This is an optimization exercise on Yosys and OpenROAD, whose aim is small area and a short achievable clock period, not a production implementation.
At most, simulation tests tie the RTL to the original design; equivalence was not proved.
No driver is modelled on the clock port, so clock power and skew are understated where the tree is cut down; a real chip needs a root buffer or a tree.
Power figures rest on the tool's default switching activity, not on a simulated workload.

==> 04-23 <==
==> flow/design.v <==
`timescale 1ns / 1ps
module cmp_l0(input a, input bn, output ng, output np);
    assign ng = ~(a & bn);
    assign np = ~(a | bn);
endmodule
module cmp_l1(input ngh, input nph, input ngl, input npl, output g, output p);
    assign g = ~(ngh & (nph | ngl));
    assign p = ~(nph | npl);
endmodule
module cmp_l2(input gh, input ph, input gl, input pl, output ng, output np);
    assign ng = ~(gh | (ph & gl));
    assign np = ~(ph & pl);
endmodule
module cmp_l3(input ngh, input nph, input ngl, input nforce, output sel);
    assign sel = ~(ngh & (nph | ngl) & nforce);
endmodule
module comparator2(
    input  [7:0] a,
    input  [7:0] bn,          
    input        nforce,      
    output       sel_a,       
    output       sel_b);
    wire [7:0] ng0, np0;
    wire [3:0] g1, p1;
    wire [1:0] ng2, np2;
    genvar i;
    generate
        for (i = 0; i < 8; i = i + 1) begin : l0_
            cmp_l0 u(.a(a[i]), .bn(bn[i]), .ng(ng0[i]), .np(np0[i]));
        end
        for (i = 0; i < 4; i = i + 1) begin : l1_
            cmp_l1 u(.ngh(ng0[2*i+1]), .nph(np0[2*i+1]), .ngl(ng0[2*i]), .npl(np0[2*i]),
                     .g(g1[i]), .p(p1[i]));
        end
        for (i = 0; i < 2; i = i + 1) begin : l2_
            cmp_l2 u(.gh(g1[2*i+1]), .ph(p1[2*i+1]), .gl(g1[2*i]), .pl(p1[2*i]),
                     .ng(ng2[i]), .np(np2[i]));
        end
    endgenerate
    cmp_l3 ua(.ngh(ng2[1]), .nph(np2[1]), .ngl(ng2[0]), .nforce(nforce), .sel(sel_a));
    cmp_l3 ub(.ngh(ng2[1]), .nph(np2[1]), .ngl(ng2[0]), .nforce(nforce), .sel(sel_b));
endmodule
`timescale 1ns / 1ps
module pooler(
    input         clk,
    input         ce,
    input         master_rst,
    input  [7:0]  data_in,
    output [7:0]  data_out,
    output        valid_op,
    output        end_op
    );
    localparam NP = 13;               
    reg        c0;                    
    reg [3:0]  pc;                    
    reg        pc_last;               
    reg        r;                     
    reg [3:0]  band;                  
    reg        band_last;             
    reg        valid_q, end_q;
    reg        shift_q;               
    reg [7:0]  h;
    reg [7:0]  o;
    reg [7:0]  sr [0:NP-2];
    integer    i;
    wire       sel, sel_e;            
    comparator2 cmp(.a(data_in), .bn(~h), .nforce(c0 | r), .sel_a(sel), .sel_b(sel_e));
    always @(posedge clk) begin
        o <= sel ? data_in : h;
        if (ce && c0)
            h <= sr[NP-2];
        else if (ce && sel_e)
            h <= data_in;
        if (shift_q) begin
            for (i = NP-2; i > 0; i = i-1)
                sr[i] <= sr[i-1];
            sr[0] <= o;
        end
    end
    always @(posedge clk) begin
        if (master_rst) begin
            c0 <= 1'b0; pc <= 4'd0; pc_last <= 1'b0; r <= 1'b0;
            band <= 4'd0; band_last <= 1'b0;
            valid_q <= 1'b0; end_q <= 1'b0; shift_q <= 1'b0;
        end else begin
            valid_q <= ce & r & c0;
            end_q   <= ce & r & c0 & pc_last & band_last;
            shift_q <= ce & c0;
            if (ce) begin
                c0 <= ~c0;
                if (c0) begin
                    pc      <= pc_last ? 4'd0 : pc + 4'd1;
                    pc_last <= (pc == NP-2);
                    if (pc_last) begin
                        r <= ~r;
                        if (r) begin
                            band      <= band_last ? 4'd0 : band + 4'd1;
                            band_last <= (band == NP-2);
                        end
                    end
                end
            end
        end
    end
    assign data_out = o;
    assign valid_op = valid_q;
    assign end_op   = end_q;
endmodule
==> flow/flow/run.sh <==
#!/bin/bash
# Own layout flow: the standard ORFS flow (standard synthesis, floorplan,
# power grid and taps unchanged), with
#  - port buffers of a plain buffer cell instead of a delay cell,
#  - resizing not restricted to the same cell footprint,
#  - clock tree synthesis without dummy loads.
# The make output goes to flow_make.log in the work folder; ORFS keeps each
# step's own log under orfs/logs.
set -euo pipefail
CTS="-sink_clustering_enable -repair_clock_nets -sink_clustering_size 30 -sink_clustering_max_diameter 100 -buf_list sky130_fd_sc_hd__clkbuf_8 -dont_use_dummy_load"
bash standard.sh \
  MATCH_CELL_FOOTPRINT=0 \
  "BUFFER_PORTS_ARGS=-buffer_cell sky130_fd_sc_hd__buf_2" \
  "CTS_ARGS=$CTS" \
  finish > flow_make.log 2>&1
==> flow/standard.sh <==
#!/bin/bash
# synth_recipe.tcl (not shown) runs the flow's synth.tcl, then flattens the netlist and writes it again
# the make line also repeats each setting of config.mk as NAME=value (left out here)
make -C /OpenROAD-flow-scripts/flow DESIGN_CONFIG=/design/flow/config.mk WORK_HOME=/design/flow/orfs CLKGATE_MAP_FILE= SYNTH_SCRIPT=/design/flow/synth_recipe.tcl "${@:-finish}"
==> flow/config.mk <==
export PLATFORM = sky130hd
export DESIGN_NAME = pooler
export DESIGN_NICKNAME = pooler
export VERILOG_FILES = /design/flow/design.v
export SDC_FILE = /design/flow/constraint.sdc
export NUM_CORES = 4
export LEC_CHECK = 0
export CAP_MARGIN = 20
export CORE_MARGIN = 2
export CORE_UTILIZATION = 40
export CTS_BUF_LIST = sky130_fd_sc_hd__clkbuf_8
export CTS_CLUSTER_DIAMETER = 100
export CTS_CLUSTER_SIZE = 30
export SETUP_SLACK_MARGIN = 2.8
export SLEW_MARGIN = 20
export SYNTH_HIERARCHICAL = 1
==> flow/constraint.sdc <==
create_clock -name core_clock -period 4.5 [get_ports {clk}]
set_input_delay 0.9000 -clock core_clock [delete_from_list [all_inputs] [get_ports {clk}]]
set_output_delay 0.9000 -clock core_clock [all_outputs]
set_load 0.01 [all_outputs]
==> 12-21: changes against 04-23 <==
--- a/flow/design.v
+++ b/flow/design.v
@@ -21,3 +21,4 @@
     output       sel_a,       
-    output       sel_b);
+    output       sel_b,
+    output       sel_c);
     wire [7:0] ng0, np0;
@@ -41,2 +42,3 @@
     cmp_l3 ub(.ngh(ng2[1]), .nph(np2[1]), .ngl(ng2[0]), .nforce(nforce), .sel(sel_b));
+    cmp_l3 uc(.ngh(ng2[1]), .nph(np2[1]), .ngl(ng2[0]), .nforce(nforce), .sel(sel_c));
 endmodule
@@ -65,6 +67,8 @@
     integer    i;
-    wire       sel, sel_e;            
-    comparator2 cmp(.a(data_in), .bn(~h), .nforce(c0 | r), .sel_a(sel), .sel_b(sel_e));
+    wire       sel_lo, sel_hi, sel_e;  
+    comparator2 cmp(.a(data_in), .bn(~h), .nforce(c0 | r),
+                    .sel_a(sel_lo), .sel_b(sel_hi), .sel_c(sel_e));
     always @(posedge clk) begin
-        o <= sel ? data_in : h;
+        o[3:0] <= sel_lo ? data_in[3:0] : h[3:0];
+        o[7:4] <= sel_hi ? data_in[7:4] : h[7:4];
         if (ce && c0)
==> flow/flow/run.sh (replaced) <==
#!/bin/bash
# Own layout flow: the standard ORFS flow (standard synthesis,
# floorplan, power grid, taps, placement, routing unchanged), except
#  - port buffers of a plain buffer cell instead of a delay cell,
#  - resizing not restricted to the same cell footprint,
#  - the clock tree built by flow/cts.tcl instead of TritonCTS.
# Each tool's output goes to a log of its own in the work folder; ORFS also
# keeps each step's log under orfs/logs.
set -euo pipefail
KNOBS=(MATCH_CELL_FOOTPRINT=0 "BUFFER_PORTS_ARGS=-buffer_cell sky130_fd_sc_hd__buf_2")
bash standard.sh "${KNOBS[@]}" place > flow_place.log 2>&1
export PLATFORM_DIR=$FLOW_HOME/platforms/sky130hd
export RDIR=orfs/results/sky130hd/pooler/base
export DONT_USE="sky130_fd_sc_hd__probe_p_8 sky130_fd_sc_hd__probec_p_8 sky130_fd_sc_hd__lpflow_*"
export NLEAF=${NLEAF:-4} LEAFBUF=${LEAFBUF:-sky130_fd_sc_hd__clkbuf_16} ROOTBUF=${ROOTBUF:-sky130_fd_sc_hd__clkbuf_16}
export SETUP_MARGIN=${SETUP_MARGIN:-2.8}
openroad -no_init -exit flow/cts.tcl > flow_cts.log 2>&1
bash standard.sh "${KNOBS[@]}" finish > flow_finish.log 2>&1
==> flow/flow/cts.tcl (new file) <==
# Clock tree by hand, in place of TritonCTS (which builds a 16-leaf H-tree
# here): the clock sinks split into NLEAF balanced k-means clusters, one
# LEAFBUF buffer at each cluster's centre, the leaf buffers driven by the
# clock port directly (NLEAF <= 4) or through one ROOTBUF buffer. Then the
# same timing repair as ORFS's cts step, and its two results.
set P $::env(PLATFORM_DIR)
set R $::env(RDIR)
read_db $R/3_place.odb
read_liberty $P/lib/sky130_fd_sc_hd__tt_025C_1v80.lib
read_sdc $R/3_place.sdc
source $P/setRC.tcl
set_dont_use $::env(DONT_USE)

set K $::env(NLEAF)
set LEAF $::env(LEAFBUF)
set ROOT $::env(ROOTBUF)
set db [ord::get_db]
set block [ord::get_db_block]
set clk [$block findNet clk]
set sinks {}
foreach it [$clk getITerms] {
  set bb [[$it getInst] getBBox]
  lappend sinks [list $it [expr {([$bb xMin]+[$bb xMax])/2.0}] [expr {([$bb yMin]+[$bb yMax])/2.0}]]
}
set n [llength $sinks]
puts "clock sinks: $n"
set cx 0; set cy 0
foreach s $sinks { set cx [expr {$cx + [lindex $s 1]}]; set cy [expr {$cy + [lindex $s 2]}] }
set cx [expr {$cx / $n}]; set cy [expr {$cy / $n}]
set sorted [lsort -real -index 3 [lmap s $sinks {list {*}$s [expr {atan2([lindex $s 2]-$cy, [lindex $s 1]-$cx)}]}]]
set cent {}
for {set k 0} {$k < $K} {incr k} {
  set s [lindex $sorted [expr {int(($k + 0.5) * $n / $K)}]]
  lappend cent [list [lindex $s 1] [lindex $s 2]]
}
# balanced k-means: greedy nearest assignment, at most ceil(n/K) per cluster
set cap [expr {int(ceil(double($n) / $K))}]
for {set iter 0} {$iter < 30} {incr iter} {
  set pairs {}
  for {set i 0} {$i < $n} {incr i} {
    set s [lindex $sorted $i]
    for {set k 0} {$k < $K} {incr k} {
      set c [lindex $cent $k]
      lappend pairs [list [expr {abs([lindex $s 1]-[lindex $c 0]) + abs([lindex $s 2]-[lindex $c 1])}] $i $k]
    }
  }
  array unset asg; array unset cnt
  for {set k 0} {$k < $K} {incr k} { set cnt($k) 0 }
  foreach p [lsort -real -index 0 $pairs] {
    lassign $p d i k
    if {[info exists asg($i)] || $cnt($k) >= $cap} continue
    set asg($i) $k; incr cnt($k)
  }
  set new {}
  for {set k 0} {$k < $K} {incr k} {
    set sx 0; set sy 0; set m 0
    for {set i 0} {$i < $n} {incr i} {
      if {$asg($i) == $k} { set s [lindex $sorted $i]; set sx [expr {$sx+[lindex $s 1]}]; set sy [expr {$sy+[lindex $s 2]}]; incr m }
    }
    lappend new [list [expr {$sx/$m}] [expr {$sy/$m}]]
  }
  set cent $new
}
set leafin {}
for {set k 0} {$k < $K} {incr k} {
  set b [odb::dbInst_create $block [$db findMaster $LEAF] "clkbuf_leaf_$k"]
  set c [lindex $cent $k]
  $b setLocation [expr {int([lindex $c 0])}] [expr {int([lindex $c 1])}]
  $b setPlacementStatus PLACED
  set net [odb::dbNet_create $block "clknet_leaf_$k"]
  $net setSigType CLOCK
  [$b findITerm X] connect $net
  for {set i 0} {$i < $n} {incr i} {
    if {$asg($i) == $k} { set it [lindex [lindex $sorted $i] 0]; $it disconnect; $it connect $net }
  }
  lappend leafin [$b findITerm A]
  puts "leaf $k: $cnt($k) sinks at $c"
}
if {$ROOT ne "none"} {
  set sx 0; set sy 0
  foreach c $cent { set sx [expr {$sx+[lindex $c 0]}]; set sy [expr {$sy+[lindex $c 1]}] }
  set b [odb::dbInst_create $block [$db findMaster $ROOT] "clkbuf_root"]
  $b setLocation [expr {int($sx/$K)}] [expr {int($sy/$K)}]
  $b setPlacementStatus PLACED
  set net [odb::dbNet_create $block "clknet_root"]
  $net setSigType CLOCK
  [$b findITerm X] connect $net
  foreach a $leafin { $a connect $net }
  [$b findITerm A] connect $clk
} else {
  foreach a $leafin { $a connect $clk }
}
$clk setSigType CLOCK
global_connect
detailed_placement
set_propagated_clock [all_clocks]
estimate_parasitics -placement
report_clock_latency
puts "after tree: setup [worst_slack -max] hold [worst_slack -min]"
repair_timing -setup_margin $::env(SETUP_MARGIN) -hold_margin 0 -repair_tns 100 -verbose
detailed_placement
check_placement -verbose
estimate_parasitics -placement
puts "after repair: setup [worst_slack -max] hold [worst_slack -min]"
write_db $R/4_1_cts.odb
write_sdc -no_timestamp $R/4_cts.sdc
Settings changed: CTS_BUF_LIST sky130_fd_sc_hd__clkbuf_8 to not set, CTS_CLUSTER_DIAMETER 100 to not set, CTS_CLUSTER_SIZE 30 to not set.
==> summary.txt <==
Layout
  – Fill cells: 905

Power and ir drop
  – Maximum vdd drop: approximately 250 uV
  – Clock Power Share: 26.2%
  – Total power: 0.001970 W
  – Sequential group power: 0.00133 W

Routing
  – DR iter-0 viols: 112
  – Via Count: 1965
  – Post-Route WL: 6.329 mm

Placed design
  – DP Area: 4617 um2

Die
  – Die H: 107.7 um

Global routing
  – First-pass GRT wire length: a little over 10 mm

STA
  – Skew final: 0.01722 ns

Run status
  – Outcome: finished clean
# the run above: 12-21

==> summary.txt <==
Run status
  – Outcome: finished clean

Synth
  – Mapped cell area: between 4000 and 5000 um2

Power and ir drop
  – Total power: 0.002110 W
  – Maximum vdd drop: 201.6 uV
  – Clock Power Share: a little under a third

Layout
  – Fill cells: about 900
  – Largest area class, layout: flip-flops and latches

STA
  – Skew final: 0.02933 ns

Placed design
  – DP Area: approximately 4600 um2

Die
  – Die H: 107.6 um
  – Core ar.: roughly 10000 um2

Routing
  – Via Count: roughly 2000
  – Post-Route WL: approximately 6.1 mm

Global routing
  – First-pass GRT wire length: 10.01 mm
# the run above: 04-23

For 12-21, only the layout was checked, not whether the RTL still works. In 12-21 the design's own scripts or RTL, not TritonCTS, make the clock network.

re-timing with driven ports:
How much do the figures lean on ideal ports? The routed layouts below were timed once more, with nothing changed but the port constraints.
Step 1 sets driving cells, clkbuf_16 on the clock port and buf_2 on the other inputs (assumed; they add their load-dependent delay and slew).
Step 2 moves the port delays by t, midway between the first and last clock arrival at a register: inputs arrive t later, outputs are due t later. That takes back most of the time a late clock gives input paths.
a / b / c = no drivers / after step 1 / after step 2; a / b = the first two.
run	t, ns	slack for setup (ns)	worst register clock-pin slew, ns
04-23	0.441	2.717 / 2.685 / 2.397	0.08 / 0.08
12-21	0.368	2.757 / 2.724 / 2.401	0.12 / 0.12
After both steps setup and hold are still met in every run listed. The setup slack of 12-21, which loses most, moves by -0.033 ns with the drivers and by -0.356 ns with both steps.
